Background: an optimization exercise with open tools, aiming at small area. Do not read the settings as production practice.
In this exercise RTL edits were held to simulation tests only and were not proved equivalent to the original.
Power is estimated from default activity; no workload was simulated.

==> amber: inputs <==
==> flow/design.v (excerpt) <==
module pacman_game (
    input  logic        clk,
    input  logic        reset,
    input  logic        frame_tick,
    input  logic [7:0]  keycode,
    input  logic        pellet,
    input  logic        power_pellet,
    output logic [9:0]  pac_x,
    output logic [9:0]  pac_y,
    output logic [9:0]  clyde_x,
    output logic [9:0]  clyde_y,
    output logic [9:0]  stinky_x,
    output logic [9:0]  stinky_y,
    output logic [9:0]  tinky_x,
    output logic [9:0]  tinky_y,
    output logic [3:0]  collide,
    output logic [3:0]  lives,
    output logic        lost,
    output logic        won,
    output logic [11:0] score,
    output logic [3:0]  score_hundreds,
    output logic [3:0]  score_tens,
    output logic [3:0]  score_ones,
    output logic        eat_time,
    output logic        white,
    output logic [3:0]  pac_code,
    output logic [1:0]  ghost_code
);
==> flow/config.mk <==
export PLATFORM = sky130hd
export DESIGN_NAME = pacman_game
export DESIGN_NICKNAME = pacman_game
export VERILOG_FILES = /design/flow/design.v
export SDC_FILE = /design/flow/constraint.sdc
export NUM_CORES = 4
export LEC_CHECK = 0
export CAP_MARGIN = 20
export CORE_MARGIN = 2
export CORE_UTILIZATION = 50
export CTS_BUF_LIST = sky130_fd_sc_hd__clkbuf_8
export CTS_CLUSTER_DIAMETER = 50
export CTS_CLUSTER_SIZE = 10
export GPL_TIMING_DRIVEN = 0
export SLEW_MARGIN = 20
==> flow/constraint.sdc <==
create_clock -name core_clock -period 25.0 [get_ports {clk}]
set_input_delay 5.0000 -clock core_clock [delete_from_list [all_inputs] [get_ports {clk}]]
set_output_delay 5.0000 -clock core_clock [all_outputs]
set_load 0.01 [all_outputs]
standard.sh (not shown) runs the stock make flow with config.mk's settings and CLKGATE_MAP_FILE= SYNTH_SCRIPT=/design/flow/synth_recipe.tcl, a recipe that flattens the netlist after the stock synthesis.
==> flow/flow/run.sh <==
#!/bin/bash
# Standard ORFS layout, with three changes:
#  1. after the standard synthesis, its combinational cells are re-mapped for area by
#     abc (flip-flops untouched: same instances, names and cell types);
#  2. ports are buffered with the smallest buffer (every port still gets one);
#  3. buffers left by synthesis are removed at floorplan (REMOVE_ABC_BUFFERS).
set -euo pipefail
F=$(cd "$(dirname "$0")" && pwd)
R=$PWD/orfs/results/$FLOW_PLATFORM/pacman_game/base
L=$PWD/orfs/logs/$FLOW_PLATFORM/pacman_game/base
LIB=$(ls $FLOW_HOME/platforms/$FLOW_PLATFORM/lib/sky130_fd_sc_hd__tt_025C_1v80.lib)
bash standard.sh synth > std_synth.log 2>&1
cp $R/1_2_yosys.v std_1_2_yosys.v
grep -o -- "-dont_use [A-Za-z0-9_]*" $L/1_2_yosys.log | sort -u > dont_use_args.txt
bash $F/resynth.ys.sh std_1_2_yosys.v resynth.v $F/abc_area.script dont_use_args.txt $LIB > resynth.log 2>&1
cp resynth.v $R/1_2_yosys.v
touch $R/1_2_yosys.v
bash standard.sh REMOVE_ABC_BUFFERS=1 "BUFFER_PORTS_ARGS=-buffer_cell sky130_fd_sc_hd__buf_1" finish > std_layout.log 2>&1
==> flow/flow/abc_area.script <==
strash
&get -n
&deepsyn -T 300
&put
dch -f
amap
topo
==> flow/flow/resynth.ys.sh <==
#!/bin/bash
# Re-maps the combinational cells of the standard synthesis netlist for area with abc.
# The flip-flop instances (names, cell types, connections) are left exactly as they are;
# the steps after abc are those of ORFS's synth.tcl (splitnets, tie cells, pass-through buffers).
# usage: resynth.ys.sh IN.v OUT.v ABCSCRIPT DONTUSE_ARGS_FILE LIB
IN=$1; OUT=$2; S=$3; DU=$4; LIB=$5
seq=$(grep -oE "sky130_fd_sc_hd__(df|edf|sdf|dl|sedf)[a-z0-9_]*" "$IN" | sort -u | tr '\n' ' ')
du=$(tr '\n' ' ' < "$DU")
yosys -p "read_liberty -ignore_miss_func $LIB; read_verilog $IN; blackbox $seq; hierarchy -top $FLOW_TOP; flatten; rename -hide w:_*_.*; opt_clean -purge; delete $seq; read_liberty -lib $LIB; hierarchy -top $FLOW_TOP; abc -script $S -liberty $LIB $du; setundef -zero; splitnets; opt_clean -purge; hilomap -singleton -hicell sky130_fd_sc_hd__conb_1 HI -locell sky130_fd_sc_hd__conb_1 LO; insbuf -buf sky130_fd_sc_hd__buf_4 A X; hierarchy -top $FLOW_TOP; check -assert -mapped; stat -liberty $LIB; write_verilog -noattr -nohex -nodec $OUT"
==> delta (differences from amber) <==
==> flow/flow/run.sh (replaced) <==
#!/bin/bash
# Standard ORFS layout, with two changes:
#  1. after the standard synthesis, its combinational cells are re-mapped for area by
#     abc (flip-flops untouched: same instances, names and cell types);
#  2. ports are buffered with the smallest buffer (every port still gets one).
set -euo pipefail
F=$(cd "$(dirname "$0")" && pwd)
R=$PWD/orfs/results/$FLOW_PLATFORM/pacman_game/base
L=$PWD/orfs/logs/$FLOW_PLATFORM/pacman_game/base
LIB=$(ls $FLOW_HOME/platforms/$FLOW_PLATFORM/lib/sky130_fd_sc_hd__tt_025C_1v80.lib)
bash standard.sh synth > std_synth.log 2>&1
cp $R/1_2_yosys.v std_1_2_yosys.v
grep -o -- "-dont_use [A-Za-z0-9_]*" $L/1_2_yosys.log | sort -u > dont_use_args.txt
bash $F/resynth.ys.sh std_1_2_yosys.v resynth.v $F/abc_area.script dont_use_args.txt $LIB > resynth.log 2>&1
cp resynth.v $R/1_2_yosys.v
touch $R/1_2_yosys.v
bash standard.sh "BUFFER_PORTS_ARGS=-buffer_cell sky130_fd_sc_hd__buf_1" finish > std_layout.log 2>&1
==> flow/flow/abc_area.script (replaced) <==
strash
&get -n
&deepsyn -T 60
&put
dch -f
amap
topo
--- a/flow/config.mk
+++ b/flow/config.mk
@@ -8,8 +8,7 @@
 export CAP_MARGIN = 20
 export CORE_MARGIN = 2
 export CORE_UTILIZATION = 50
-export CTS_BUF_LIST = sky130_fd_sc_hd__clkbuf_8
-export CTS_CLUSTER_DIAMETER = 50
-export CTS_CLUSTER_SIZE = 10
+export CTS_BUF_LIST = sky130_fd_sc_hd__clkbuf_8 sky130_fd_sc_hd__clkbuf_16
+export CTS_CLUSTER_SIZE = 20
 export GPL_TIMING_DRIVEN = 0
 export SLEW_MARGIN = 20
==> flow_metrics.env <==
export IMPL_max_freq_ghz=0.108
export IMPL_cp_max_fo=11
export IMPL_hold_ws_ps=452
export IMPL_viasPerCell=6.29
export IMPL_die_w_um=157
export IMPL_cpPeakStageDelay_ps=650
export IMPL_firstDrtPassIters=6
export IMPL_start_util_pct=51.4
export IMPL_powerComb_w=0.000466
export IMPL_wl_met3_um=3680
export IMPL_cp_common_cell="nor2_1"
export IMPL_status="finished clean"
export IMPL_placed_cells=2163
export IMPL_stdcell_area_um2=12500
-- figures above: amber

==> flow_metrics.env <==
export IMPL_status="finished clean"
export IMPL_hold_ws_ps=431
export IMPL_powerComb_w=0.000461
export IMPL_start_util_pct=50.6
export IMPL_max_freq_ghz=0.112
export IMPL_stdcell_area_um2=13900
export IMPL_die_w_um=161
export IMPL_firstDrtPassIters=8
export IMPL_cpPeakStageDelay_ps=720
export IMPL_wl_met3_um=4090
-- figures above: delta


==> inputs of run a <==
pacman_game again, from the RTL that the note above started with.
Design pacman_game, start of the top module:
module pacman_game (
    input  logic        clk,
    input  logic        reset,
    input  logic        frame_tick,
    input  logic [7:0]  keycode,
    input  logic        pellet,
    input  logic        power_pellet,
    output logic [9:0]  pac_x,
    output logic [9:0]  pac_y,
    output logic [9:0]  clyde_x,
    output logic [9:0]  clyde_y,
    output logic [9:0]  stinky_x,
    output logic [9:0]  stinky_y,
    output logic [9:0]  tinky_x,
    output logic [9:0]  tinky_y,
    output logic [3:0]  collide,
    output logic [3:0]  lives,
    output logic        lost,
    output logic        won,
    output logic [11:0] score,
    output logic [3:0]  score_hundreds,
    output logic [3:0]  score_tens,
    output logic [3:0]  score_ones,
    output logic        eat_time,
    output logic        white,
    output logic [3:0]  pac_code,
    output logic [1:0]  ghost_code
);
    logic [2:0] pac_mn;
    logic over, touch, tick, pac_home;
    assign pac_home = (pac_x == 10'd321) && (pac_y == 10'd307);
    assign over  = won | lost;
    assign touch = (collide == 4'b0001);
    pacman u_pacman (
        .clk(clk), .reset(reset), .frame_en(frame_tick), .home(over | touch),
        .keycode(keycode), .x(pac_x), .y(pac_y), .mn(pac_mn)
    );
    clyde u_clyde (
        .clk(clk), .reset(reset), .frame_en(frame_tick), .over(over),
        .hit(touch | collide[3]), .eat_time(eat_time), .pac_home(pac_home),
  ...
clock: 25.0 ns
lec_check: 0
cap_margin: 20
core_margin: 2
core_utilization: 50
gpl_timing_driven: 0
slew_margin: 20
==> flow/flow/run.sh <==
#!/bin/bash
# Standard ORFS layout, with three changes:
#  1. after the standard synthesis, its combinational cells are re-mapped for area by
#     abc (flip-flops untouched: same instances, names and cell types);
#  2. ports are buffered with the smallest buffer (every port still gets one);
#  3. buffers left by synthesis are removed at floorplan (REMOVE_ABC_BUFFERS).
set -euo pipefail
F=$(cd "$(dirname "$0")" && pwd)
R=$PWD/orfs/results/$FLOW_PLATFORM/pacman_game/base
L=$PWD/orfs/logs/$FLOW_PLATFORM/pacman_game/base
LIB=$(ls $FLOW_HOME/platforms/$FLOW_PLATFORM/lib/sky130_fd_sc_hd__tt_025C_1v80.lib)
bash standard.sh synth > std_synth.log 2>&1
cp $R/1_2_yosys.v std_1_2_yosys.v
grep -o -- "-dont_use [A-Za-z0-9_]*" $L/1_2_yosys.log | sort -u > dont_use_args.txt
bash $F/resynth.ys.sh std_1_2_yosys.v resynth.v $F/abc_area.script dont_use_args.txt $LIB > resynth.log 2>&1
cp resynth.v $R/1_2_yosys.v
touch $R/1_2_yosys.v
bash standard.sh REMOVE_ABC_BUFFERS=1 "BUFFER_PORTS_ARGS=-buffer_cell sky130_fd_sc_hd__buf_1" finish > std_layout.log 2>&1
==> flow/flow/abc_area.script <==
strash
&get -n
&deepsyn -T 300
&put
dch -f
amap
topo
Scripts as last shown in full above: flow/flow/resynth.ys.sh
==> inputs of run b, as changes to run a <==
==> flow/flow/abc_area.script (replaced) <==
strash
&get -n
&deepsyn -T 600
&put
dch -f
amap
mfs2 -a
strash
dch -f
amap
topo
--- a/flow/config.mk
+++ b/flow/config.mk
@@ -7,6 +7,9 @@
 export LEC_CHECK = 0
 export CAP_MARGIN = 20
 export CORE_MARGIN = 2
-export CORE_UTILIZATION = 50
+export CORE_UTILIZATION = 62
+export CTS_BUF_LIST = sky130_fd_sc_hd__clkbuf_8
+export CTS_CLUSTER_DIAMETER = 50
+export CTS_CLUSTER_SIZE = 10
 export GPL_TIMING_DRIVEN = 0
 export SLEW_MARGIN = 20
==> inputs of run c, as changes to run a <==
==> flow/flow/abc_area.script (replaced) <==
strash
&get -n
&deepsyn -T 600
&put
dch -f
amap
mfs2 -a
strash
dch -f
amap
topo
--- a/flow/config.mk
+++ b/flow/config.mk
@@ -7,6 +7,9 @@
 export LEC_CHECK = 0
 export CAP_MARGIN = 20
 export CORE_MARGIN = 2
-export CORE_UTILIZATION = 50
+export CORE_UTILIZATION = 55
+export CTS_BUF_LIST = sky130_fd_sc_hd__clkbuf_8
+export CTS_CLUSTER_DIAMETER = 50
+export CTS_CLUSTER_SIZE = 10
 export GPL_TIMING_DRIVEN = 0
 export SLEW_MARGIN = 20
==> summary of the runs <==
Run c produced a clean layout. Run a passed the timing, design-rule and antenna checks. Run b went through all stages and came out clean. Against run b, the sequential power of run a is smaller by about 5%. In flip-flop and latch count, run b and run a do not differ. The highest die area belongs to run a, the lowest to run b. Clock power: run c < run b < run a.

[what the ideal ports hide]
The results above use ideal ports. As a check the final layouts listed here were re-extracted and re-timed, cells and wires unchanged.
Step 1 (the two cells are an assumption about what drives the block):
set clk [get_ports {clk}]
set_driving_cell -lib_cell sky130_fd_sc_hd__clkbuf_16 $clk
set_driving_cell -lib_cell sky130_fd_sc_hd__buf_2 [delete_from_list [all_inputs] $clk]
Step 2 also shifts input and output timing later by t, the mid clock arrival at the registers, as if the neighbouring blocks saw the same clock.
Slacks: ideal ports / drivers / drivers and shift; pairs: ideal ports / drivers.
| run | t, ns | slack for setup (ns) | worst setup path at the end | clock arrival spread, ns | worst slew at a driven data input, ns |
|---|---|---|---|---|---|
| amber | 0.534 | 15.729 / 15.683 / 15.891 | input to register | 0.028 / 0.027 | 0.05 |
| delta | 0.489 | 16.038 / 15.988 / 15.678 | input to register | 0.011 / 0.012 | 0.03 |
| run a | 0.488 | 15.663 / 15.612 / 15.831 | input to register | 0.018 / 0.018 | 0.05 |
| run b | 0.532 | 15.968 / 15.925 / 15.974 | input to register | 0.019 / 0.018 | 0.05 |
| run c | 0.512 | 15.936 / 15.887 / 16.005 | input to register | 0.023 / 0.023 | 0.03 |
After both steps every run listed still meets setup and hold. The setup slack of delta, which loses most, moves by -0.050 ns with the drivers and by -0.360 ns with both steps.
